Background: an optimization exercise with open tools, aiming at small area and a short achievable clock period. Do not read the settings as production practice.
The RTL was checked by simulation tests, not by an equivalence proof against the original design.
Power figures rest on the tool's default switching activity, not on a simulated workload.

## design/flow/config.mk

```make
export PLATFORM = sky130hd
export DESIGN_NAME = openmips
export DESIGN_NICKNAME = openmips
export VERILOG_FILES = /design/flow/design.v
export SDC_FILE = /design/flow/constraint.sdc
export NUM_CORES = 4
export LEC_CHECK = 0
export CAP_MARGIN = 20
export CORE_MARGIN = 2
export CORE_UTILIZATION = 40
export SETUP_SLACK_MARGIN = 5
export SLEW_MARGIN = 20
export TNS_END_PERCENT = 100
```

## design/flow/constraint.sdc

```tcl
create_clock -name core_clock -period 9.5 [get_ports {clk}]
set_input_delay 1.9000 -clock core_clock [delete_from_list [all_inputs] [get_ports {clk}]]
set_output_delay 1.9000 -clock core_clock [all_outputs]
set_load 0.01 [all_outputs]
```

## design/flow/design.v

```verilog
`timescale 1ns / 1ps
module regfile(
	input wire			clk,
	input wire			we,
	input wire[4:0]		waddr,
	input wire[31:0]	wdata,
	input wire[31:1]	rsel1,
	output wire[31:0]	rdata1,
	input wire[31:1]	rsel2,
	output wire[31:0]	rdata2
);
reg[31:0] regs[1:31];
always @ (posedge clk) begin
	if (we && waddr != 5'd0)
		regs[waddr] <= wdata;
end
reg[31:0] r1, r2;
integer k;
always @ (*) begin
	r1 = 32'h0;
	r2 = 32'h0;
	for (k = 1; k < 32; k = k + 1) begin
		r1 = r1 | (regs[k] & {32{rsel1[k]}});
		r2 = r2 | (regs[k] & {32{rsel2[k]}});
	end
end
assign rdata1 = r1;
assign rdata2 = r2;
endmodule
`timescale 1ns / 1ps
module openmips(
	input wire		clk,
	input wire 		rst,
	input wire[31:0]	 rom_data_i,
	output wire[31:0] rom_addr_o,
	output wire			 rom_ce_o,
	input wire[31:0]	 ram_data_i,
	output wire[31:0] ram_addr_o,
	output wire[31:0] ram_data_o,
	output wire			 ram_we_o,
	output wire[3:0]	 ram_sel_o,
	output wire			 ram_ce_o
);
	reg			ce;
	reg[31:2]	pc_seq;		 
	reg[31:2]	ex_target;	 
	reg			ex_halt;	 
	reg			br_teq, br_tne;
	reg[7:0]	br_grp;
	wire		br_eq = &br_grp;
	wire[31:2]	target;
	wire[31:2] fetch_eq = br_teq ? ex_target : pc_seq;
	wire[31:2] fetch_ne = br_tne ? ex_target : pc_seq;
	wire[31:2] fetch_pc = br_eq ? fetch_eq : fetch_ne;
	assign rom_addr_o = {fetch_pc, 2'b00};
	assign rom_ce_o = ce;
	wire[31:2] seq_inc = pc_seq + 30'd1;
	wire[31:2] tgt_inc = ex_target + 30'd1;
	wire[31:2] next_eq = br_teq ? tgt_inc : seq_inc;
	wire[31:2] next_ne = br_tne ? tgt_inc : seq_inc;
	always @ (posedge clk) begin
		ce <= ~rst;
		if (~ce)
			pc_seq <= 30'd0;
		else if (~ex_halt)
			pc_seq <= br_eq ? next_eq : next_ne;
		ex_target <= target;
	end
	reg[31:0]	id_inst;
	reg			id_valid;
	reg[31:1]	id_rs_oh, id_rt_oh;	 
	integer j;
	always @ (posedge clk) begin
		id_inst <= rom_data_i;
		id_valid <= ce & ~rst;
		for (j = 1; j < 32; j = j + 1) begin
			id_rs_oh[j] <= (rom_data_i[25:21] == j[4:0]);
			id_rt_oh[j] <= (rom_data_i[20:16] == j[4:0]);
		end
	end
	wire[5:0]	op = id_inst[31:26];
	wire[4:0]	rs = id_inst[25:21];
	wire[4:0]	rt = id_inst[20:16];
	wire[4:0]	rd = id_inst[15:11];
	wire[4:0]	sa = id_inst[10:6];
	wire[5:0]	fn = id_inst[5:0];
	wire[15:0]	imm = id_inst[15:0];
	wire special = (op == 6'b000000);
	wire rtype = special & (sa == 5'd0);
	wire f_or   = rtype & (fn == 6'b100101);
	wire f_and  = rtype & (fn == 6'b100100);
	wire f_xor  = rtype & (fn == 6'b100110);
	wire f_nor  = rtype & (fn == 6'b100111);
	wire f_sllv = rtype & (fn == 6'b000100);
	wire f_srlv = rtype & (fn == 6'b000110);
	wire f_srav = rtype & (fn == 6'b000111);
	wire f_add  = rtype & (fn == 6'b100000);
	wire f_sub  = rtype & (fn == 6'b100010);
	wire shimm  = special & (rs == 5'd0);
	wire s_sll  = shimm & (fn == 6'b000000);
	wire s_srl  = shimm & (fn == 6'b000010);
	wire s_sra  = shimm & (fn == 6'b000011);
	wire i_ori  = (op == 6'b001101);
	wire i_andi = (op == 6'b001100);
	wire i_xori = (op == 6'b001110);
	wire i_lui  = (op == 6'b001111);
	wire i_addiu= (op == 6'b001001);
	wire i_slti = (op == 6'b011100);
	wire i_pref = (op == 6'b110011);
	wire i_halt = (op == 6'b111111);
	wire i_j    = (op == 6'b111000);
	wire i_beq  = (op == 6'b110000);
	wire i_bne  = (op == 6'b110001);
	wire i_bltz = (op == 6'b110010);
	wire i_lw   = (op == 6'b100011);
	wire i_sw   = (op == 6'b101011);
	wire r_alu = f_or | f_and | f_xor | f_nor | f_sllv | f_srlv | f_srav | f_add | f_sub;
	wire s_any = s_sll | s_srl | s_sra;
	wire i_alu = i_ori | i_andi | i_xori | i_lui | i_addiu | i_slti;
	wire wreg  = r_alu | s_any | i_alu | i_pref | i_lw;
	wire[4:0] wd = (i_alu | i_lw) ? rt : rd;
	wire		ex_wreg;
	wire[4:0]	ex_wd;
	wire[31:0]	ex_res;
	wire[31:0]	ex_other;			 
	reg[31:0]	ex_A, ex_B;
	reg[15:0]	ex_imm;
	reg			r_ex_wreg;
	reg[4:0]	r_ex_wd;
	reg[3:0]	ex_lut;		 
	reg			ex_arith, ex_sub, ex_slti;
	reg			ex_shift, ex_shl, ex_sra;
	reg[4:0]	ex_sh;		 
	reg			ex_ld, ex_st;
	reg			mem_wreg;
	reg[4:0]	mem_wd;
	reg			mem_ce;
	reg[31:0]	mem_val;
	wire[31:0]	mem_res = mem_ce ? ram_data_i : mem_val;
	reg			wb_wreg;
	reg[4:0]	wb_wd;
	reg[31:0]	wb_data;
	wire[31:0]	rf1, rf2;
	regfile regfile(
		.clk(clk),
		.we(wb_wreg),
		.waddr(wb_wd),
		.wdata(wb_data),
		.rsel1(id_rs_oh),
		.rdata1(rf1),
		.rsel2(id_rt_oh),
		.rdata2(rf2)
	);
	wire[31:0] rd1 = (rs != 5'd0 && wb_wreg && wb_wd == rs) ? wb_data : rf1;
	wire[31:0] rd2 = (rt != 5'd0 && wb_wreg && wb_wd == rt) ? wb_data : rf2;
	wire e1 = ex_wreg && ex_wd == rs;
	wire e2 = ex_wreg && ex_wd == rt;
	wire[31:0] nx1 = (mem_wreg && mem_wd == rs) ? mem_res : rd1;
	wire[31:0] nx2 = (mem_wreg && mem_wd == rt) ? mem_res : rd2;
	wire[31:0] opA = (~s_any & e1) ? ex_res : (s_any ? {27'd0, sa} : nx1);
	wire sub = f_sub | i_slti;
	wire[31:0] nb = (i_alu ? {{16{imm[15]}}, imm} : nx2) ^ {32{sub}};
	wire selB = ~i_alu & e2;
	wire[31:0] opB_t1 = selB ? {32{~sub}} : nb;	 
	wire[31:0] opB_t0 = selB ? {32{sub}} : nb;	 
	wire[31:0] opB = (ex_res & opB_t1) | (~ex_res & opB_t0);
	wire[31:0] cmp = e1 ? nx2 : nx1;
	wire[31:0] ok_nn = ~(nx1 ^ nx2);
	wire[31:0] ok_other = ~(ex_other ^ cmp);
	wire[31:0] sk = ex_A ^ ex_B ^ cmp;
	wire[31:0] sg = (ex_A & ex_B) | (ex_A & sk) | (ex_B & sk);
	wire[31:0] ok_sum = ~(sk ^ {sg[30:0], ex_sub});
	wire[31:0] ok = (e1 | e2) ? (ex_arith ? ok_sum : ok_other) : ok_nn;
	wire both = e1 & e2;
	wire[7:0] grp;
	genvar gi;
	generate
		for (gi = 0; gi < 8; gi = gi + 1) begin : g_grp
			assign grp[gi] = both | (&ok[4*gi+3:4*gi]);
		end
	endgenerate
	wire neg = e1 ? ex_res[31] : nx1[31];
	assign target = i_j ? {pc_seq[31:28], id_inst[25:0]}
						: pc_seq + {{14{imm[15]}}, imm};
	wire v = id_valid & ~rst;
	assign ex_wreg = r_ex_wreg;
	assign ex_wd = r_ex_wd;
	always @ (posedge clk) begin
		ex_A <= opA;
		ex_B <= opB;
		ex_imm <= imm;
		r_ex_wd <= wd;
		ex_lut <= (f_or | i_ori | i_lui) ? 4'b1110 :
				  (f_and | i_andi)       ? 4'b1000 :
				  (f_xor | i_xori)       ? 4'b0110 :
				  f_nor                  ? 4'b0001 :
				  i_sw                   ? 4'b1010 : 4'b0000;
		ex_arith <= f_add | i_addiu | f_sub;
		ex_sub <= sub;
		ex_slti <= i_slti;
		ex_shift <= s_any | f_sllv | f_srlv | f_srav;
		ex_sh <= (s_any | f_sllv | f_srlv | f_srav) ? opA[4:0] : 5'd0;
		ex_shl <= s_sll | f_sllv;
		ex_sra <= s_sra | f_srav;
		r_ex_wreg <= v & wreg;
		ex_ld <= v & i_lw;
		ex_st <= v & i_sw;
		ex_halt <= ~rst & (ex_halt | (id_valid & i_halt));
		br_teq <= v & ~ex_halt & (i_j | (i_bltz & neg) | i_beq);
		br_tne <= v & ~ex_halt & (i_j | (i_bltz & neg) | i_bne);
		br_grp <= grp;
	end
	wire[31:0] A = ex_A;
	wire[31:0] B = ex_B;
	wire[31:0] lut_res = (~A & ~B & {32{ex_lut[0]}}) | (~A & B & {32{ex_lut[1]}})
					   | ( A & ~B & {32{ex_lut[2]}}) | ( A & B & {32{ex_lut[3]}});
	wire[31:0] Y = B;	 
	wire[32:0] sum33 = {A, ex_sub} + {Y, ex_sub};
	wire[31:0] sum = sum33[32:1];
	function [31:0] rev32(input [31:0] x);
		integer k;
		for (k = 0; k < 32; k = k + 1) rev32[k] = x[31-k];
	endfunction
	wire[31:0] sh_in = ex_shl ? rev32(B) : B;
	wire[63:0] sh_w = {{32{ex_sra & B[31]}}, sh_in} >> ex_sh;
	wire[31:0] sh_out = ex_shl ? rev32(sh_w[31:0]) : sh_w[31:0];
	assign ex_other = lut_res
					| {31'd0, sum[31] & ex_slti}
					| (sh_out & {32{ex_shift}});
	assign ex_res = ex_other | (sum & {32{ex_arith}});
	wire[31:0] ex_addr = A + {{16{ex_imm[15]}}, ex_imm};
	reg			mem_st;
	reg[31:0]	mem_addr;
	wire		go = ~rst & ~ex_halt;
	always @ (posedge clk) begin
		mem_wreg <= go & ex_wreg;
		mem_ce <= go & (ex_ld | ex_st);
		mem_st <= go & ex_st;
		mem_wd <= ex_wd;
		mem_val <= ex_res;
		mem_addr <= ex_addr;
	end
	assign ram_ce_o = mem_ce;
	assign ram_we_o = mem_st;
	assign ram_addr_o = mem_addr;
	assign ram_data_o = mem_val;
	assign ram_sel_o = 4'b1111;
	always @ (posedge clk) begin
		wb_wreg <= ~rst & mem_wreg;
		wb_wd <= mem_wd;
		wb_data <= mem_res;
	end
endmodule
```

## design/flow/run.sh

```bash
#!/bin/bash
# synth_recipe.tcl (not shown) runs the flow's synth.tcl, then flattens the netlist and writes it again
# the make line also repeats each setting of config.mk as NAME=value (left out here)
make -C /OpenROAD-flow-scripts/flow DESIGN_CONFIG=/design/flow/config.mk WORK_HOME=/design/flow/orfs CLKGATE_MAP_FILE= SYNTH_SCRIPT=/design/flow/synth_recipe.tcl finish
```

==> impl_metrics.ini, run 1 <==
[setup_path]
cp-start-kind = register
cpPeakStageDelay_ps = 390
path_cells = nand4_1, nor2_4, buf_6, mux2_4, clkbuf_16, nand2_2, nand2_1, buf_2
critPathBufInv = 3
cp_max_fo = 7
path_delay_family = simple AND/OR/NAND/NOR gates
arrival_ps = 2710
critPathCaptureType = primary output
cp_slowest_cell = mux2_4
worstPathRequired_ps = 7600
path_class = reg -> out

[sta]
max_freq_ghz = 0.2169
worst_pin_slew_ps = 1245
hold_viol_final = 0
fin_tns_setup_ps = 0
whs_ps = 385.2
final_max_slew_viol_count = 0
worst_slack_ps = 4889
period_share_pct = 48.54
rsz0062_at_grt = yes
setup_viol = 0
maxSlewHeadroom_pct = 16.92
period_minus_slack_ps = 4611
skew_ps = 47.23

[drt]
dr_wl_met3_um = 47800
drcViolationCount = 0
ant_nets = 0
drt-wirelength-per-cell_um = 39.00
route.top_layer_used = met5
viasPerCell = 7.245
wirelength_um = 314100
drt-pass1-iter-count = 13
vias = 58360
wirelength_met1_um = 104300
met2_length_um = 132900
drtIter0Drc = 12020

[final_layout]
multi_input_area_um2 = 28640
fin_cells = 8054
fin_util_pct = 46.54
final_layout_size_suffix_gt1_share_pct = 13.69
seq_area_um2 = 37510
final.fill_count = 14700
final_net_count = 6009
finalInstanceArea_um2 = 77650
syn_to_final_growth_pct = 15.73

[placement]
dpl.hpwl_um = 183100
placed_cells = 7747
place.gp.congestion = 0.9760
port_buffers = 162
place_ws_ps = 4299
place_area_um2 = 71480

[power]
leakagePower_nw = 27.46
power_density_nw_per_um2 = 195.6
power_mw = 15.19
max-vdd-ir-drop_mv = 0.1752

[clock_tree]
ctsRootBufferMaster = clkbuf_16
clkTransAtPathRegs_ps = 60
cts_tree = built
cts_buffers = 147
cts_max_path_buffers = 3
htreeDepth = 4
cts_num_sinks = 1372
worstSkewPairLatency_ps = 840

[run]
maxCapViolCount = 0

[global_route]
grt_max_degree = 65
grt_pass1_vias = 54450
globalRouteOverflowTotal = 0
grt_usage_pct = 35.36
antenna_found_initial = 16
grt_pass1_wl_um = 425900

[min_path]
hold_class = reg -> reg

[die]
num_rows = 150
die_area_um2 = 171000
fp.dieW_um = 413.6
core_area_um2 = 166800
io_pins = 169
initial_core_util_pct = 40.22
die_h_um = 413.6

[synth]
ys_warn_count = 2
ys_ff_latch = 1372
syn_area_um2 = 67100
synth_cells = 5605
async_reset_ff_share_pct = 0
synthDistinctLibCells = 89
synthFlopType = edfxtp_1
postSynthAreaPerCell_um2 = 11.97
synth_edf_count = 992
ys_seq_area_share_pct = 55.73

[run_status]
status = no timing/DRC/antenna violations
-- flip-flops by register name, summed over array words and instances (netlist names), 32 cells and up --
| signal | cells |
|---|---|
| ex_B | 32 |
| mem_val | 32 |
| id_inst | 32 |
| mem_addr | 32 |
| regfile.regs | 992 |
| wb_data | 32 |
| ex_A | 32 |
-- cell usage in the layout (no fill, tap or decap), types with 118 or more instances in the layout --
master             n
a21oi_1          228
a221oi_1         340
a22o_1           336
a22oi_1          306
buf_4            153
clkbuf_16        153
clkdlybuf4s50_1  132
dfxtp_1          292
edfxtp_1         992
ha_1             190
inv_1            134
nand2_1          261
nand4_1          167
nor2_1           269
o21ai_0          160
xnor2_1          118
xor2_1           138
-- layer usage --
metal  up-vias  GRT usage (%)
li1      22650              -
met1     28230          41.60
met2      5723          52.35
met3      1726          14.07
met4        22          25.18
met5         -          1.357
-- layout make-up --
| type | count | area share (%) |
|---|---|---|
| antenna | 14 | 0.04512 |
| tap | 2204 | 3.551 |
| timing repair buffer | 337 | 4.051 |
| clock inverter | 84 | 1.495 |
| inverter | 138 | 0.6671 |
| multi-input combinational | 3723 | 36.88 |
| clock buffer | 182 | 4.998 |
| sequential | 1372 | 48.31 |
-- synth_stat cells, types with 64 or more instances --
library cell | count | area, um2
a21oi_1 | 234 | 1171
a221oi_1 | 341 | 2987
a222oi_1 | 64 | 640.6
a22o_1 | 336 | 2943
a22oi_1 | 306 | 2297
clkbuf_1 | 289 | 1085
dfxtp_1 | 380 | 7607
edfxtp_1 | 992 | 29790
ha_1 | 190 | 2377
inv_1 | 134 | 503.0
nand2_1 | 312 | 1171
nand3_1 | 114 | 570.6
nand4_1 | 167 | 1045
nor2_1 | 295 | 1107
nor3_1 | 155 | 775.7
o21ai_0 | 167 | 835.8
xnor2_1 | 118 | 1033
xor2_1 | 138 | 1209
-- logic make-up after synthesis --
logic type / count (synthesis) / synth area share, %
AO/OA/AOI/OAI: 1824 / 20.65
XOR/XNOR: 256 / 3.342
adder cells (fa/ha/maj): 224 / 4.557
buffers and inverters: 514 / 3.006
flip-flops: 1372 / 55.73
multiplexers: 166 / 3.739
other: 2 / 0.01119
AND/OR/NAND/NOR: 1247 / 8.960
-- final timing paths --
path,to,slack [ps],depth (start not counted),start
setup / recovery,rom_addr_o[10],4890,8,br_grp[6]
hold / removal,mem_wd[3],390,0,r_ex_wd[3]
setup reg to reg,br_grp[6],4910,15,id_rs_oh[10]
hold reg to reg,mem_wd[3],390,0,r_ex_wd[3]
-- power by group --
part,total [mW],switching (mW),internal [mW]
sequential,6.95,0.362,6.59
clock,6.03,2.61,3.42
combinational,2.21,1.30,0.902
total,15.2,4.28,10.9
-- what timing repair did --
| item | CTS | global route |
|---|---|---|
| gates cloned | 4 | 6 |
| gates resized for setup | 99 | 221 |
| setup buffers | 8 | 8 |
| endpoints found under the setup margin | 41 | 45 |
| hold buffers | 0 | 0 |
| endpoints found under the hold margin | 0 | 0 |
| pin swaps | 3 | 46 |
==> run 2: changes to the inputs <==
--- a/design/flow/config.mk
+++ b/design/flow/config.mk
@@ -8,6 +8,8 @@
 export CAP_MARGIN = 20
 export CORE_MARGIN = 2
 export CORE_UTILIZATION = 40
+export CTS_CLUSTER_DIAMETER = 120
+export CTS_CLUSTER_SIZE = 22
 export SETUP_SLACK_MARGIN = 5
 export SLEW_MARGIN = 20
 export TNS_END_PERCENT = 100
==> run 2 against run 1 <==
Compared with the run above:
- clock-buffer cell count fell by 85
- global-route usage decreased by 0.24 points
- sequential cell count stayed put
- critical path type is now reg -> reg
- routed wire length decreased by 0.70%
- non-clock buffer count grew 2
- via count is 1.1% lower
- die area is the same
- clock skew increased by 7.5 ps
- sequential share of layout area is 2.0 points higher
- design area fell by 3.9%
- largest power group unchanged
- area after synthesis is the same
==> impl_metrics.ini, run 2 <==
[run_status]
status = no timing/DRC/antenna violations

[global_route]
grt_usage_pct = 35.11
met2_usage_pct = 52.12
met3_usage_pct = 13.61
grt_pass1_vias = 53580
grt_pass1_wl_um = 423300
grt_max_degree = 65
globalRouteOverflowTotal = 0
grt-busiest-layer = met2
use_met1_pct = 41.56
antenna_found_initial = 11

[drt]
drtIter0Drc = 12080
drt-pass1-iter-count = 14
drcViolationCount = 0
drt-wirelength-per-cell_um = 39.52
ant_nets = 0
vias = 57710
wirelength_um = 311900
viasPerCell = 7.312

[final_layout]
final_layout_size_suffix_gt1_share_pct = 11.65
layout_commonest_cell = edfxtp_1
final_net_count = 5937
final_cell_mix = edfxtp_1, a221oi_1, a22o_1
syn_to_final_growth_pct = 11.16
fin_cells = 7893
largest_reg_flops = 992
finalInstanceArea_um2 = 74590
regMostFlops = regfile.regs
final.fill_count = 14970

[setup_path]
timing.rr.start = id_rs_oh[12]
cp-start-kind = register
path_class = reg -> reg
arrival_ps = 5190
cp_max_fo = 19
r2r_cells = 14
worstPathRequired_ps = 10100
critPathCaptureType = register
regToRegEndpoint = br_grp[5]
r2r_slack_ps = 4910

[sta]
maxSlewHeadroom_pct = 17.54
rsz0062_at_grt = yes
skew_ps = 54.71
worst_slack_ps = 4905
max_freq_ghz = 0.2176
hold_viol_final = 0
period_minus_slack_ps = 4595
period_share_pct = 48.37
whs_ps = 396.6
final_max_slew_viol_count = 0
worst_pin_slew_ps = 1237
setup_viol = 0
fin_tns_setup_ps = 0

[synth]
ys_warn_count = 2
synthFlopType = edfxtp_1
synthTopCellsByArea = edfxtp_1, dfxtp_1, a221oi_1, a22o_1, ha_1
synth_cells = 5605
postSynthAreaPerCell_um2 = 11.97
ys_seq_area_share_pct = 55.73
ys_ff_latch = 1372
syn_area_um2 = 67100
async_reset_ff_share_pct = 0
synth_most_common_cell = edfxtp_1
synth_top_area_share_pct = 44.40
synth_area_leader_cell = edfxtp_1
synthTopCellsByCount = edfxtp_1, dfxtp_1, a221oi_1, a22o_1, nand2_1
synthDistinctLibCells = 89
synth_edf_count = 992

[placement]
place_area_um2 = 71480
port_buffers = 162
dpl.hpwl_um = 183100
place.gp.congestion = 0.9760
place_ws_ps = 4299
placed_cells = 7747

[clock_tree]
htreeDepth = 3
cts_tree = built
cts_buffers = 73
cts_num_sinks = 1372
worstSkewPairLatency_ps = 750
ctsRootBufferMaster = clkbuf_16
cts_max_path_buffers = 3
clkTransAtPathRegs_ps = 100
cts_hold_buf = 0

[power]
combPwrFrac_pct = 17.3
switchingPower_mw = 3.728
p_sw_share_pct = 29.43
power_density_nw_per_um2 = 169.8
pwr-share-clk_pct = 27.9
max-vdd-ir-drop_mv = 0.1369
seq_power_share_pct = 54.8
internal_power_mw = 8.938
leakagePower_nw = 25.98

[die]
fp.dieW_um = 413.6
io_pins = 169
core_area_um2 = 166800
num_rows = 150
die_h_um = 413.6
die_area_um2 = 171000
initial_core_util_pct = 40.22

[min_path]
min-delay-start = r_ex_wd[3]
worstHoldPathCells = 0
min_to = mem_wd[3]
hold_class = reg -> reg

[run]
maxCapViolCount = 0
[run 2: cell counts after synthesis]
Identical to the previous run, type by type.
[run 2: power by group through the flow]
stage	clock, mW	sequential [mW]	combinational (mW)
CTS	3.53	6.92	2.10
global placement	0	7.06	2.08
detailed placement	0	7.06	2.09
floorplan	0	6.90	1.32
finish	3.53	6.94	2.19
global route	3.72	6.95	2.33
[run 2: worst max-delay path: stages (launching register included)]
cell       delay (ps)
dfxtp_2           600
buf_4             460
a22o_1            250
a221oi_1          270
nand4_1           220
nor3_2            420
nor3_1            100
a21oi_1           310
mux2i_1           200
fa_1              550
xor2_1            160
nand3_1           100
a2111oi_0         480
a211oi_1          120
o21ai_1           230
[run 2: cells by family (layout without fill, tap and decap cells)]
family,Yosys count,in the layout,share of synthesized area [%]
adder cells (fa/ha/maj),224,224,4.557
other,2,15,0.01119
AND/OR/NAND/NOR,1247,1247,8.960
flip-flops,1372,1372,55.73
multiplexers,166,166,3.739
AO/OA/AOI/OAI,1824,1824,20.65
XOR/XNOR,256,256,3.342
buffers and inverters,514,585,3.006
[run 2: timing repair]
item,CTS,global route
pin swaps,3,30
resized for setup,100,186
setup endpoints to repair,41,47
setup buffers,9,9
gates cloned,4,7
[run 2: cell type report]
| type | count | area, um2 | area share, % |
|---|---|---|---|
| flip-flops and latches | 1372 | 37520 | 50.30 |
| multi-input cells | 3723 | 28540 | 38.26 |
| repair buffers | 339 | 3138 | 4.207 |
| well taps | 2204 | 2758 | 3.697 |
| clock buffers | 97 | 1927 | 2.583 |
| inverters | 138 | 518.0 | 0.6945 |
| clock inverters | 11 | 168.9 | 0.2265 |
| diodes | 9 | 22.52 | 0.03020 |
[run 2: worst max path at each step]
| stage | endpoint | slack [ps] | from | depth (start not counted) |
|---|---|---|---|---|
| 6_report | br_grp[5] | 4910 | id_rs_oh[12] | 14 |
| 3_3_place_gp | br_grp[1] | 4290 | ram_data_i[5] | 12 |
| 5_1_grt | br_grp[6] | 4890 | id_rt_oh[26] | 14 |
| 4_1_cts | rom_addr_o[23] | 4840 | br_grp[7] | 8 |
| 2_1_floorplan | br_grp[1] | 5560 | ram_data_i[6] | 10 |
| 3_5_place_dp | br_grp[1] | 4300 | ram_data_i[5] | 12 |
[run 2: metal layers]
| layer | vias to the layer above | share of wire [%] |
|---|---|---|
| met5 | - | 0.12 |
| met3 | 1660 | 15 |
| met4 | 16 | 9.2 |
| li1 | 22410 | - |
| met1 | 28020 | 33 |
| met2 | 5614 | 42 |
[run 2: metrics by stage]
stage / util, % / power (mW)
after floorplan: - / 8.226
after global placement: 42.84 / 9.133
after detailed placement: 42.84 / 9.144
after CTS: 44.28 / 12.56
after global routing: 44.69 / 13.01
final: 44.70 / 12.67
==> run 3: changes to the inputs <==
==> design/flow/flow/run.sh (new file) <==
#!/bin/bash
set -euo pipefail
MARGIN="${MARGIN:-5.0}"
bash standard.sh \
  "BUFFER_PORTS_ARGS=-buffer_cell sky130_fd_sc_hd__buf_2" \
  "SETUP_SLACK_MARGIN=${MARGIN}" \
  finish > flow_make.log 2>&1
==> design/flow/standard.sh (new file) <==
#!/bin/bash
# synth_recipe.tcl (not shown) runs the flow's synth.tcl, then flattens the netlist and writes it again
# the make line also repeats each setting of config.mk as NAME=value (left out here)
make -C /OpenROAD-flow-scripts/flow DESIGN_CONFIG=/design/flow/config.mk WORK_HOME=/design/flow/orfs CLKGATE_MAP_FILE= SYNTH_SCRIPT=/design/flow/synth_recipe.tcl "${@:-finish}"
--- a/design/flow/config.mk
+++ b/design/flow/config.mk
@@ -10,6 +10,5 @@
 export CORE_UTILIZATION = 40
 export CTS_CLUSTER_DIAMETER = 120
 export CTS_CLUSTER_SIZE = 22
-export SETUP_SLACK_MARGIN = 5
 export SLEW_MARGIN = 20
 export TNS_END_PERCENT = 100
removed: design/flow/run.sh
==> run 3 against run 2 <==
Compared with the run above:
- still clean
- global-route usage is 0.073 points lower
- combinational power is 2% lower
- sequential share of layout area is 0.69 points higher
- power is 0.80% lower
- critical path depth is 6 lower
- first-iteration DRC count is 3.6% lower
- register-to-register slack better by 90 ps
- sequential power hardly changed
- design area is 1.4% lower
- critical path type is now reg -> out
==> impl_metrics.ini, run 3 <==
[placement]
dpl.hpwl_um = 181300
port_buffers = 162
place.gp.congestion = 0.9864

[synth]
syn_area_um2 = 67100
synthTopCellsByCount = edfxtp_1, dfxtp_1, a221oi_1, a22o_1, nand2_1
synth_edf_count = 992
synth_cells = 5605
postSynthAreaPerCell_um2 = 11.97
synthDistinctLibCells = 89
synth_area_leader_cell = edfxtp_1
synth_top_area_share_pct = 44.40
async_reset_ff_share_pct = 0
synthTopCellsByArea = edfxtp_1, dfxtp_1, a221oi_1, a22o_1, ha_1
ys_ff_latch = 1372
synthFlopType = edfxtp_1
synth_most_common_cell = edfxtp_1
ys_warn_count = 2
ys_seq_area_share_pct = 55.73

[power]
leakagePower_nw = 25.84
power_density_nw_per_um2 = 170.8
max-vdd-ir-drop_mv = 0.1342

[sta]
max_freq_ghz = 0.2192
setup_viol = 0
worst_pin_slew_ps = 1248
skew_ps = 37.41
period_share_pct = 48.02
rsz0062_at_grt = yes
fin_tns_setup_ps = 0
hold_viol_final = 0
maxSlewHeadroom_pct = 16.68
period_minus_slack_ps = 4562
final_max_slew_viol_count = 0

[setup_path]
r2r_cells = 13
path_class = reg -> out
crit_start = br_grp[4]
regToRegEndpoint = br_grp[7]
cp-start-kind = register
r2r_slack_ps = 5000
timing.rr.start = id_rt_oh[20]
critPathCaptureType = primary output
worstPathRequired_ps = 7600
arrival_ps = 2660
cp_max_fo = 9

[drt]
vias = 56810
drcViolationCount = 0
wirelength_um = 310800
drtIter0Drc = 11650
drt-pass1-iter-count = 10
viasPerCell = 7.220
ant_nets = 0
drt-wirelength-per-cell_um = 39.51

[final_layout]
final_net_count = 5920
seq_area_um2 = 37520
fin_util_pct = 44.10
largest_reg_flops = 992
final_cell_mix = edfxtp_1, a221oi_1, a22o_1
regMostFlops = regfile.regs
final.fill_count = 15200
final_layout_size_suffix_gt1_share_pct = 13.44
syn_to_final_growth_pct = 9.648
layout_commonest_cell = edfxtp_1
multi_input_area_um2 = 28470

[clock_tree]
cts_tree = built
worstSkewPairLatency_ps = 750
cts_num_sinks = 1372
cts_max_path_buffers = 3
cts_buffers = 73
htreeDepth = 3
clkTransAtPathRegs_ps = 100
ctsRootBufferMaster = clkbuf_16
cts_hold_buf = 0

[global_route]
grt_usage_pct = 35.04
grt_pass1_vias = 53080
grt_pass1_wl_um = 421400
grt-busiest-layer = met2
antenna_found_initial = 5
met3_usage_pct = 12.54
globalRouteOverflowTotal = 0
met2_usage_pct = 51.95
grt_max_degree = 65
use_met1_pct = 42.68

[min_path]
min-delay-start = mem_wd[0]
hold_class = reg -> reg
worstHoldPathCells = 0
min_to = wb_wd[0]

[run_status]
status = no timing/DRC/antenna violations

[die]
fp.dieW_um = 413.6
die_area_um2 = 171000
io_pins = 169
num_rows = 150
initial_core_util_pct = 40.22
die_h_um = 413.6
core_area_um2 = 166800

[run]
maxCapViolCount = 0
run 3: changes by cell type in the layout (fill, tap and decap cells not counted), sizes merged:
cell and change:
clkdlybuf4s50 -132, clkinv -3, clkbuf -7, buf +122
inv +1, diode -6
run 3: routing by layer:
metal  share of wire (%)  up-vias
li1                    -    22350
met3                  15     1479
met5              0.0064        -
met4                 8.6        4
met1                  34    27700
met2                  42     5279
run 3: metrics by stage:
step	hold slack, ps	std cells	power [mW]	setup slack (ps)	instance area, um2
6_report	402.1	7868	12.56	4938	73570
3_5_place_dp	384.6	7746	9.070	4804	70660
3_3_place_gp	386.8	7746	9.072	4692	70660
4_1_cts	403.4	7856	12.43	4949	72910
2_1_floorplan	352.9	5609	8.226	5564	67110
5_1_grt	404.6	7865	12.89	4915	73560
run 3: timing repair:
action,CTS,global route
setup buffers,2,6
resized for setup,34,118
pin swaps,2,17
setup endpoints to repair,36,50
cloned,2,3
run 3: worst max-delay path by stage:
stage	to	slack, ps	cells past startpoint
3_5_place_dp	br_grp[1]	4800	11
5_1_grt	rom_addr_o[9]	4910	8
4_1_cts	rom_addr_o[2]	4950	7
2_1_floorplan	br_grp[1]	5560	10
3_3_place_gp	br_grp[1]	4690	12
6_report	rom_addr_o[13]	4940	8
run 3: area by class of cell:
type,count,area share [%]
Antenna cell,3,0.01020
Clock inverter,9,0.1616
Clock buffer,97,2.605
Sequential cell,1372,50.99
Timing Repair Buffer,322,3.080
Tap cell,2204,3.748
Inverter,138,0.7041
Multi-Input combinational cell,3723,38.70
run 3: cells by family (layout without fill, tap and decap cells):
family	count (synthesis)	count (layout)	share of synthesized area [%]
AO/OA/AOI/OAI	1824	1824	20.65
XOR/XNOR	256	256	3.342
adder cells (fa/ha/maj)	224	224	4.557
buffers and inverters	514	566	3.006
flip-flops	1372	1372	55.73
multiplexers	166	166	3.739
other	2	9	0.01119
AND/OR/NAND/NOR	1247	1247	8.960
run 3: power by group:
part	switching, mW	internal (mW)
logic	1.32	0.824
registers	0.350	6.58
clock network	2.05	1.45
total	3.72	8.85
run 3: worst max-delay path, cell delays in order (launching register included):
cell	delay [ps]
dfxtp_2	350
nand4_1	340
nor2_4	320
mux2i_4	280
buf_12	160
buf_16	160
nand2_1	60
o21ai_0	90
buf_2	170
==> run 4: changes to the inputs <==
==> design/flow/flow/run.sh (replaced) <==
#!/bin/bash
set -euo pipefail
MARGIN="${MARGIN:-4.8}"
bash standard.sh \
  "BUFFER_PORTS_ARGS=-buffer_cell sky130_fd_sc_hd__buf_2" \
  "SETUP_SLACK_MARGIN=${MARGIN}" \
  finish > flow_make.log 2>&1
--- a/design/flow/config.mk
+++ b/design/flow/config.mk
@@ -8,7 +8,5 @@
 export CAP_MARGIN = 20
 export CORE_MARGIN = 2
 export CORE_UTILIZATION = 40
-export CTS_CLUSTER_DIAMETER = 120
-export CTS_CLUSTER_SIZE = 22
 export SLEW_MARGIN = 20
 export TNS_END_PERCENT = 100
==> run 4 against run 3 <==
Compared with the run above:
- area after synthesis is the same
- setup slack lost 120 ps
- via count grew 1.9%
- sequential share of layout area shrank 1.8 points
- register-to-register slack lost 160 ps
- critical endpoint is now rom_addr_o[26]
==> impl_metrics.ini, run 4 <==
[clock_tree]
cts_tree = built
cts_num_sinks = 1372
ctsRootBufferMaster = clkbuf_16
cts_max_path_buffers = 3
clkTransAtPathRegs_ps = 60
htreeDepth = 4
worstSkewPairLatency_ps = 840
cts_buffers = 149

[setup_path]
arrival_ps = 2790
path_class = reg -> out
cp_max_fo = 17
cp-start-kind = register
cpPeakStageDelay_ps = 360
critPathCaptureType = primary output
worstPathRequired_ps = 7600
r2r_slack_ps = 4840
critPathBufInv = 3
path_cells = nand4_1, nor2_4, mux2i_4, buf_4, clkbuf_16, nand2_1, nand2_1, buf_2
path_delay_family = simple AND/OR/NAND/NOR gates
cp_slowest_cell = nand4_1
cpMostUsedCell = nand2_1

[sta]
period_share_pct = 49.32
rsz0062_at_grt = yes
skew_ps = 67.80
setup_viol = 0
fin_tns_setup_ps = 0
worst_pin_slew_ps = 1237
whs_ps = 372.9
final_max_slew_viol_count = 0
hold_viol_final = 0
period_minus_slack_ps = 4685
maxSlewHeadroom_pct = 16.88
max_freq_ghz = 0.2134

[placement]
dpl.hpwl_um = 181300
port_buffers = 162
place.gp.congestion = 0.9864

[power]
max-vdd-ir-drop_mv = 0.1777
power_density_nw_per_um2 = 198.6
leakagePower_nw = 27.17

[drt]
route.top_layer_used = met5
wirelength_um = 313200
vias = 57900
dr_wl_met3_um = 47460
drcViolationCount = 0
drt-pass1-iter-count = 10
viasPerCell = 7.203
drtIter0Drc = 12020
drt-wirelength-per-cell_um = 38.97
ant_nets = 0
met2_length_um = 132800
wirelength_met1_um = 106100

[final_layout]
syn_to_final_growth_pct = 13.53
final_cell_mix = edfxtp_1, a221oi_1, a22o_1
regMostFlops = regfile.regs
layout_commonest_cell = edfxtp_1
final_net_count = 5990
final_layout_size_suffix_gt1_share_pct = 14.61
largest_reg_flops = 992

[synth]
synthTopCellsByArea = edfxtp_1, dfxtp_1, a221oi_1, a22o_1, ha_1
synth_adder_area_share_pct = 4.557
yosys.area_share.simple_pct = 8.960
syn_area_um2 = 67100
synth_most_common_cell = edfxtp_1
synthDistinctLibCells = 89
synthFlopType = edfxtp_1
synth_compound_area_share_pct = 20.65
synth_edf_count = 992
synth_top_family_by_area = compound AO/OA/AOI/OAI gates
ys_warn_count = 2
ys_ff_latch = 1372
ys_seq_area_share_pct = 55.73
async_reset_ff_share_pct = 0
muxShareOfSynthArea_pct = 3.739
synthTopCellsByCount = edfxtp_1, dfxtp_1, a221oi_1, a22o_1, nand2_1
synth_top_area_share_pct = 44.40
synth_cells = 5605
synth-xor-area-share_pct = 3.342
postSynthAreaPerCell_um2 = 11.97
synth_area_leader_cell = edfxtp_1

[global_route]
grt_pass1_vias = 53770
grt_usage_pct = 35.40
grt_pass1_wl_um = 425000
grt_max_degree = 65
globalRouteOverflowTotal = 0
antenna_found_initial = 14

[die]
die_h_um = 413.6
initial_core_util_pct = 40.22
fp.dieW_um = 413.6
die_area_um2 = 171000
core_area_um2 = 166800
num_rows = 150
io_pins = 169

[min_path]
hold_class = reg -> reg

[run]
maxCapViolCount = 0

[run_status]
status = no timing/DRC/antenna violations
-- run 4: per-layer routing --
layer	up-vias	GRT usage [%]
met1	27960	42.58
met5	-	0
met2	5705	52.34
met4	8	23.98
met3	1609	13.68
li1	22620	-
-- run 4: per-stage QoR --
step                cells  util, %  worst slack, ps  cell area [um2]  power [mW]
CTS                  8023    45.46             4801            75860       15.02
global placement     7746    42.35             4692            70660       9.072
detailed placement   7746    42.35             4804            70660       9.070
finish               8039    45.66             4815            76180       15.13
floorplan            5609        -             5564            67110       8.226
global route         8028    45.64             4771            76150       15.49
-- run 4: cells by family after synthesis --
logic type / count (synthesis)
xor gates and xnor gates: 256
buffers and inverters: 514
DFF: 1372
other: 2
muxes: 166
AOI/OAI and AO/OA: 1824
adders and majority gates: 224
and+or+nand+nor: 1247
-- run 4: path summary, 6_finish.rpt --
| path | start | endpoint | depth (start not counted) |
|---|---|---|---|
| setup reg to reg | id_rt_oh[1] | br_grp[5] | 15 |
| hold reg to reg | r_ex_wd[0] | mem_wd[0] | 0 |
| hold / removal | r_ex_wd[0] | mem_wd[0] | 0 |
| setup / recovery | br_grp[4] | rom_addr_o[26] | 8 |
-- run 4: worst register-to-register path: cells and delay by family, from the launching register on --
kind	cells	cell delay, ps
adders and majority gates	1	560
muxes	1	240
buffers and inverters	2	590
AOI/OAI and AO/OA	7	1910
and+or+nand+nor	3	830
DFF	1	310
xor gates and xnor gates	1	150
-- run 4: where the power goes --
part	internal, mW	total [mW]	leakage, nW	switching, mW
sequential	6.59	6.94	12.3	0.350
clock	3.41	6.06	2.43	2.65
combinational	0.813	2.13	12.4	1.31
total	10.8	15.1	27.2	4.32
-- run 4: layout make-up --
| class | count | area [um2] |
|---|---|---|
| inverters | 138 | 518.0 |
| flip-flops and latches | 1372 | 37500 |
| clock inverters | 93 | 1150 |
| diodes | 12 | 30.03 |
| well taps | 2204 | 2758 |
| clock buffers | 181 | 3929 |
| repair buffers | 316 | 2063 |
| fillers | 14980 | 90670 |
| multi-input cells | 3723 | 28220 |
-- run 4: repair_timing --
action,in CTS,in global routing
setup buffers,1,3
setup endpoints to repair,30,11
pin swaps,2,2
gates cloned,2,1
hold buffers,0,0
resized for setup,12,35
==> run 5: changes to the inputs <==
==> design/flow/flow/run.sh (replaced) <==
#!/bin/bash
set -euo pipefail
MARGIN="${MARGIN:-5.0}"
bash standard.sh \
  "BUFFER_PORTS_ARGS=-buffer_cell sky130_fd_sc_hd__buf_2" \
  "SETUP_SLACK_MARGIN=${MARGIN}" \
  finish > flow_make.log 2>&1
--- a/design/flow/config.mk
+++ b/design/flow/config.mk
@@ -8,5 +8,7 @@
 export CAP_MARGIN = 20
 export CORE_MARGIN = 2
 export CORE_UTILIZATION = 40
+export CTS_CLUSTER_DIAMETER = 100
+export CTS_CLUSTER_SIZE = 16
 export SLEW_MARGIN = 20
 export TNS_END_PERCENT = 100
==> run 5 against run 4 <==
Compared with the run above:
- maximum frequency rose by 1.6%
- clock skew decreased by 15 ps
- via count decreased by 1.2%
- clock power decreased by 32%
- first-iteration DRC count increased by 0.99%
==> impl_metrics.ini, run 5 <==
[final_layout]
regMostFlops = regfile.regs
syn_to_final_growth_pct = 10.91
largest_reg_flops = 992
final_cell_mix = edfxtp_1, a221oi_1, a22o_1
final_layout_size_suffix_gt1_share_pct = 14.01
final_net_count = 5943
layout_commonest_cell = edfxtp_1

[clock_tree]
clkTransAtPathRegs_ps = 80
cts_max_path_buffers = 3
cts_num_sinks = 1372
htreeDepth = 3
cts_buffers = 96
cts_tree = built
cts_hold_buf = 0
ctsRootBufferMaster = clkbuf_16
worstSkewPairLatency_ps = 780

[sta]
period_share_pct = 48.54
setup_viol = 0
whs_ps = 388.8
worst_pin_slew_ps = 1165
rsz0062_at_grt = yes
maxSlewHeadroom_pct = 22.22
final_max_slew_viol_count = 0
fin_tns_setup_ps = 0
period_minus_slack_ps = 4612
skew_ps = 52.41
hold_viol_final = 0
max_freq_ghz = 0.2168

[setup_path]
path_class = reg -> out
cpPeakStageDelay_ps = 370
r2r_cells = 12
r2r_slack_ps = 5010
critPathBufInv = 3
cp_max_fo = 6
regToRegEndpoint = br_grp[0]
critPathCaptureType = primary output
worstPathRequired_ps = 7600
cp-start-kind = register
cp_slowest_cell = nand4_1
path_cells = nand4_1, nor2_4, mux2i_4, buf_12, buf_16, nand2_1, o21ai_1, buf_2
arrival_ps = 2710
path_delay_family = simple AND/OR/NAND/NOR gates
timing.rr.start = id_rt_oh[5]

[die]
core_area_um2 = 166800
initial_core_util_pct = 40.22
num_rows = 150
io_pins = 169
die_area_um2 = 171000
fp.dieW_um = 413.6
die_h_um = 413.6

[synth]
ys_warn_count = 2
synth_most_common_cell = edfxtp_1
synth_edf_count = 992
synthTopCellsByArea = edfxtp_1, dfxtp_1, a221oi_1, a22o_1, ha_1
synthFlopType = edfxtp_1
synth_area_leader_cell = edfxtp_1
synth_top_area_share_pct = 44.40
ys_seq_area_share_pct = 55.73
synth_cells = 5605
synthDistinctLibCells = 89
async_reset_ff_share_pct = 0
postSynthAreaPerCell_um2 = 11.97
synthTopCellsByCount = edfxtp_1, dfxtp_1, a221oi_1, a22o_1, nand2_1
ys_ff_latch = 1372
syn_area_um2 = 67100

[drt]
vias = 57180
drt-pass1-iter-count = 10
drtIter0Drc = 12140
drcViolationCount = 0
wirelength_um = 311900
viasPerCell = 7.234
ant_nets = 0
drt-wirelength-per-cell_um = 39.46

[min_path]
min-delay-start = r_ex_wd[0]
worstHoldPathCells = 0
hold_class = reg -> reg
min_to = mem_wd[0]

[power]
leakagePower_nw = 26.20
max-vdd-ir-drop_mv = 0.1471
power_density_nw_per_um2 = 177.3

[global_route]
grt_pass1_vias = 53260
antenna_found_initial = 9
grt_pass1_wl_um = 422400
grt_max_degree = 65
grt_usage_pct = 35.12
globalRouteOverflowTotal = 0

[run]
maxCapViolCount = 0

[placement]
port_buffers = 162
dpl.hpwl_um = 181300
place.gp.congestion = 0.9864

[run_status]
status = no timing/DRC/antenna violations
## run 5: how the worst max path moves through the flow
stage                           to           from  cells past startpoint  slack [ps]
floorplan                br_grp[1]  ram_data_i[6]                     10        5560
global placement         br_grp[1]  ram_data_i[5]                     12        4690
detailed placement       br_grp[1]  ram_data_i[5]                     11        4800
CTS                  rom_addr_o[2]      br_grp[4]                      7        4920
global route         rom_addr_o[2]      br_grp[6]                      8        4900
finish              rom_addr_o[13]      br_grp[6]                      8        4890
## run 5: what timing repair did
item,in CTS,in global routing
buffers inserted,2,3
cloned,2,5
resized for setup,33,142
setup endpoints to repair,36,51
pin swaps,2,26
## run 5: cell families after synthesis
family,count (synthesis),share of synthesized area (%)
adders and majority gates,224,4.557
buffers and inverters,514,3.006
and+or+nand+nor,1247,8.960
DFF,1372,55.73
other,2,0.01119
xor gates and xnor gates,256,3.342
muxes,166,3.739
AOI/OAI and AO/OA,1824,20.65
## run 5: per-layer routing
metal  vias up  global-route usage, %  share of wire, %
met5         -                0.02826             0.012
met4         6                  24.29               8.6
met3      1489                  12.90                15
met2      5518                  51.93                42
met1     27760                  42.51                34
li1      22410                      -                 -
## run 5: where the power goes
group | switching [mW] | internal (mW) | total (mW)
clock network | 2.21 | 1.91 | 4.12
logic | 1.32 | 0.824 | 2.15
registers | 0.349 | 6.58 | 6.93
## run 5: stage by stage
stage | setup slack (ps) | cell area [um2] | power [mW] | cells | utilization [%]
after floorplan | 5564 | 67110 | 8.226 | 5609 | -
after global placement | 4692 | 70660 | 9.072 | 7746 | 42.35
after detailed placement | 4804 | 70660 | 9.070 | 7746 | 42.35
after CTS | 4923 | 73630 | 13.05 | 7889 | 44.13
after global routing | 4901 | 74410 | 13.52 | 7900 | 44.60
final | 4888 | 74420 | 13.19 | 7905 | 44.60
## run 5: cell type report
cell class	count	area (um2)
clock inverter	11	224.0
multi-input combinational	3723	28520
sequential	1372	37510
clock buffer	128	2532
inverter	138	518.0
fill	15130	92430
tap	2204	2758
antenna	7	17.52
timing repair buffer	322	2338
==> run 6: changes to the inputs <==
==> design/flow/flow/run.sh (replaced) <==
#!/bin/bash
set -euo pipefail
MARGIN="${MARGIN:-5.1}"
bash standard.sh \
  "BUFFER_PORTS_ARGS=-buffer_cell sky130_fd_sc_hd__buf_2" \
  "SETUP_SLACK_MARGIN=${MARGIN}" \
  finish > flow_make.log 2>&1
--- a/design/flow/config.mk
+++ b/design/flow/config.mk
@@ -8,7 +8,7 @@
 export CAP_MARGIN = 20
 export CORE_MARGIN = 2
 export CORE_UTILIZATION = 40
-export CTS_CLUSTER_DIAMETER = 100
-export CTS_CLUSTER_SIZE = 16
+export CTS_CLUSTER_DIAMETER = 110
+export CTS_CLUSTER_SIZE = 19
 export SLEW_MARGIN = 20
 export TNS_END_PERCENT = 100
==> run 6 against run 5 <==
Compared with the run above:
- synthesized cell count unchanged
- via count increased by 0.14%
- clock-buffer cell count decreased by 17
- sequential share of layout area increased by 0.42 points
- critical path depth unchanged
- combinational power about the same
- sequential power about the same
- design area decreased by 0.81%
- final cell count decreased by 0.24%
- clock power decreased by 8.5%
==> impl_metrics.ini, run 6 <==
[clock_tree]
cts_max_path_buffers = 3
cts_num_sinks = 1372
cts_buffers = 83
htreeDepth = 3
clkTransAtPathRegs_ps = 100
ctsRootBufferMaster = clkbuf_16
cts_hold_buf = 0
cts_tree = built
worstSkewPairLatency_ps = 740

[final_layout]
regMostFlops = regfile.regs
largest_reg_flops = 992
fin_util_pct = 44.24
finalInstanceArea_um2 = 73810
syn_to_final_growth_pct = 10.01
final_layout_size_suffix_gt1_share_pct = 13.40
layout_commonest_cell = edfxtp_1
final_net_count = 5924
final_cell_mix = edfxtp_1, a221oi_1, a22o_1

[synth]
synth_edf_count = 992
ys_ff_latch = 1372
syn_area_um2 = 67100
synthFlopType = edfxtp_1
synth_top_area_share_pct = 44.40
postSynthAreaPerCell_um2 = 11.97
synthTopCellsByCount = edfxtp_1, dfxtp_1, a221oi_1, a22o_1, nand2_1
ys_warn_count = 2
synth_area_leader_cell = edfxtp_1
synth_most_common_cell = edfxtp_1
synthDistinctLibCells = 89
synth_cells = 5605
ys_seq_area_share_pct = 55.73
synthTopCellsByArea = edfxtp_1, dfxtp_1, a221oi_1, a22o_1, ha_1
async_reset_ff_share_pct = 0

[min_path]
hold_class = reg -> reg
worstHoldPathCells = 0

[setup_path]
cp-start-kind = register
path_cells = nand4_1, nor2_4, mux2i_4, buf_12, buf_16, nand2_1, nand2_1, buf_2
cp_max_fo = 17
worstPathRequired_ps = 7600
critPathCaptureType = primary output
cpPeakStageDelay_ps = 360
cp_slowest_cell = nand4_1
arrival_ps = 2690
path_class = reg -> out
cpMostUsedCell = nand2_1
r2r_cells = 13

[drt]
ant_nets = 0
wirelength_um = 311000
drtIter0Drc = 11840
drcViolationCount = 0
drt-wirelength-per-cell_um = 39.44
drt-pass1-iter-count = 10
vias = 57260
viasPerCell = 7.261

[placement]
port_buffers = 162
place.gp.congestion = 0.9864
dpl.hpwl_um = 181300
place_area_um2 = 70660
place_ws_ps = 4804

[sta]
max_freq_ghz = 0.2177
fin_tns_setup_ps = 0
skew_ps = 39.58
maxSlewHeadroom_pct = 19.92
final_max_slew_viol_count = 0
worst_pin_slew_ps = 1200
period_share_pct = 48.35
rsz0062_at_grt = yes
worst_slack_ps = 4907
setup_viol = 0
hold_viol_final = 0
period_minus_slack_ps = 4593

[run]
maxCapViolCount = 0

[global_route]
globalRouteOverflowTotal = 0
grt_usage_pct = 35.12
grt_pass1_vias = 53100
antenna_found_initial = 11
grt_max_degree = 65
grt_pass1_wl_um = 422400

[power]
power_mw = 12.85
leakagePower_nw = 25.96
power_density_nw_per_um2 = 174.1
max-vdd-ir-drop_mv = 0.1496

[run_status]
status = no timing/DRC/antenna violations

[die]
die_area_um2 = 171000
num_rows = 150
core_area_um2 = 166800
initial_core_util_pct = 40.22
fp.dieW_um = 413.6
io_pins = 169
die_h_um = 413.6
-- run 6: cell types whose count changed in the layout (fill, tap and decap cells not counted), sizes merged --
cell	previous run	this run
clkinv	9	7
diode	7	11
inv	139	141
bufinv	1	0
clkinvlp	0	1
clkbuf	132	112
buf	316	313
-- run 6: path summary, 6_finish.rpt --
check                            startpoint             end  slack [ps]
worst max register to register  id_rt_oh[6]       br_grp[6]        4990
worst min-delay path              mem_wd[3]        wb_wd[3]         390
worst max-delay path              br_grp[4]  rom_addr_o[22]        4910
worst min register to register    mem_wd[3]        wb_wd[3]         390
-- run 6: cells by family (layout without fill, tap and decap cells) --
logic type,count (synthesis),in the layout,synth area share [%]
adder cells (fa/ha/maj),224,224,4.557
AND/OR/NAND/NOR,1247,1247,8.960
other,2,17,0.01119
multiplexers,166,166,3.739
flip-flops,1372,1372,55.73
AO/OA/AOI/OAI,1824,1824,20.65
buffers and inverters,514,576,3.006
XOR/XNOR,256,256,3.342
-- run 6: area by class of cell --
| class | instances | area (um2) |
|---|---|---|
| tap | 2204 | 2758 |
| sequential | 1372 | 37520 |
| multi-input combinational | 3723 | 28490 |
| clock buffer | 111 | 2203 |
| clock inverter | 11 | 153.9 |
| fill | 15180 | 93030 |
| timing repair buffer | 316 | 2147 |
| inverter | 138 | 518.0 |
| antenna | 11 | 27.53 |
-- run 6: power by group --
group          internal, mW  leakage [nW]  total [mW]  switching (mW)
clock                  1.65          1.14        3.77            2.12
combinational         0.825          12.5        2.15            1.32
sequential             6.58          12.3        6.93           0.351
-- run 6: per-layer routing --
metal,vias to the layer above,wire length (um),global-route usage [%]
met5,-,79,0
met4,12,25990,23.82
met3,1525,46110,12.40
met2,5501,132600,52.19
met1,27820,106200,42.79
li1,22410,-,-
-- run 6: worst max-delay path, delay by kind of cell (launching register included) --
| kind | cells | cell delay (ps) |
|---|---|---|
| buf+inv | 3 | 460 |
| flops | 1 | 350 |
| simple gates | 4 | 860 |
| mux | 1 | 280 |
-- run 6: timing repair --
action                                  in CTS  in global routing
gates cloned                                 2                  1
pin swaps                                    2                  8
resized for setup                           46                 99
endpoints found under the setup margin      37                 69
setup buffers                                2                  2
-- run 6: per-stage QoR --
| step | std cells | hold WS (ps) |
|---|---|---|
| after detailed placement | 7746 | 384.6 |
| after global placement | 7746 | 386.8 |
| after CTS | 7872 | 394.4 |
| final | 7886 | 391.8 |
| after global routing | 7875 | 395.4 |
| after floorplan | 5609 | 352.9 |

## separate check: timing with driven ports
How much do the figures lean on ideal ports? The routed layouts below were timed once more, with nothing changed but the port constraints. Step 1, drivers: a clkbuf_16 drives clk and a buf_2 each remaining input, both assumed. Step 2 also shifts input and output timing later by t, the mid clock arrival at the registers, as if the neighbouring blocks saw the same clock. Slacks: no drivers / after step 1 / after step 2; pairs: no drivers / after step 1.
run | t (ns) | setup slack, ns | worst setup path after step 2
run 1 | 0.898 | 4.889 / 4.809 / 4.340 | input to register
run 2 | 0.805 | 4.905 / 4.859 / 4.375 | input to register
run 3 | 0.802 | 4.938 / 4.860 / 4.603 | input to register
run 4 | 0.897 | 4.815 / 4.732 / 4.516 | input to register
run 5 | 0.833 | 4.888 / 4.808 / 4.568 | input to register
run 6 | 0.802 | 4.907 / 4.827 / 4.695 | input to register
After both steps every run listed still meets setup and hold. The setup slack of run 1, which loses most, moves by -0.080 ns with the drivers and by -0.549 ns with both steps.
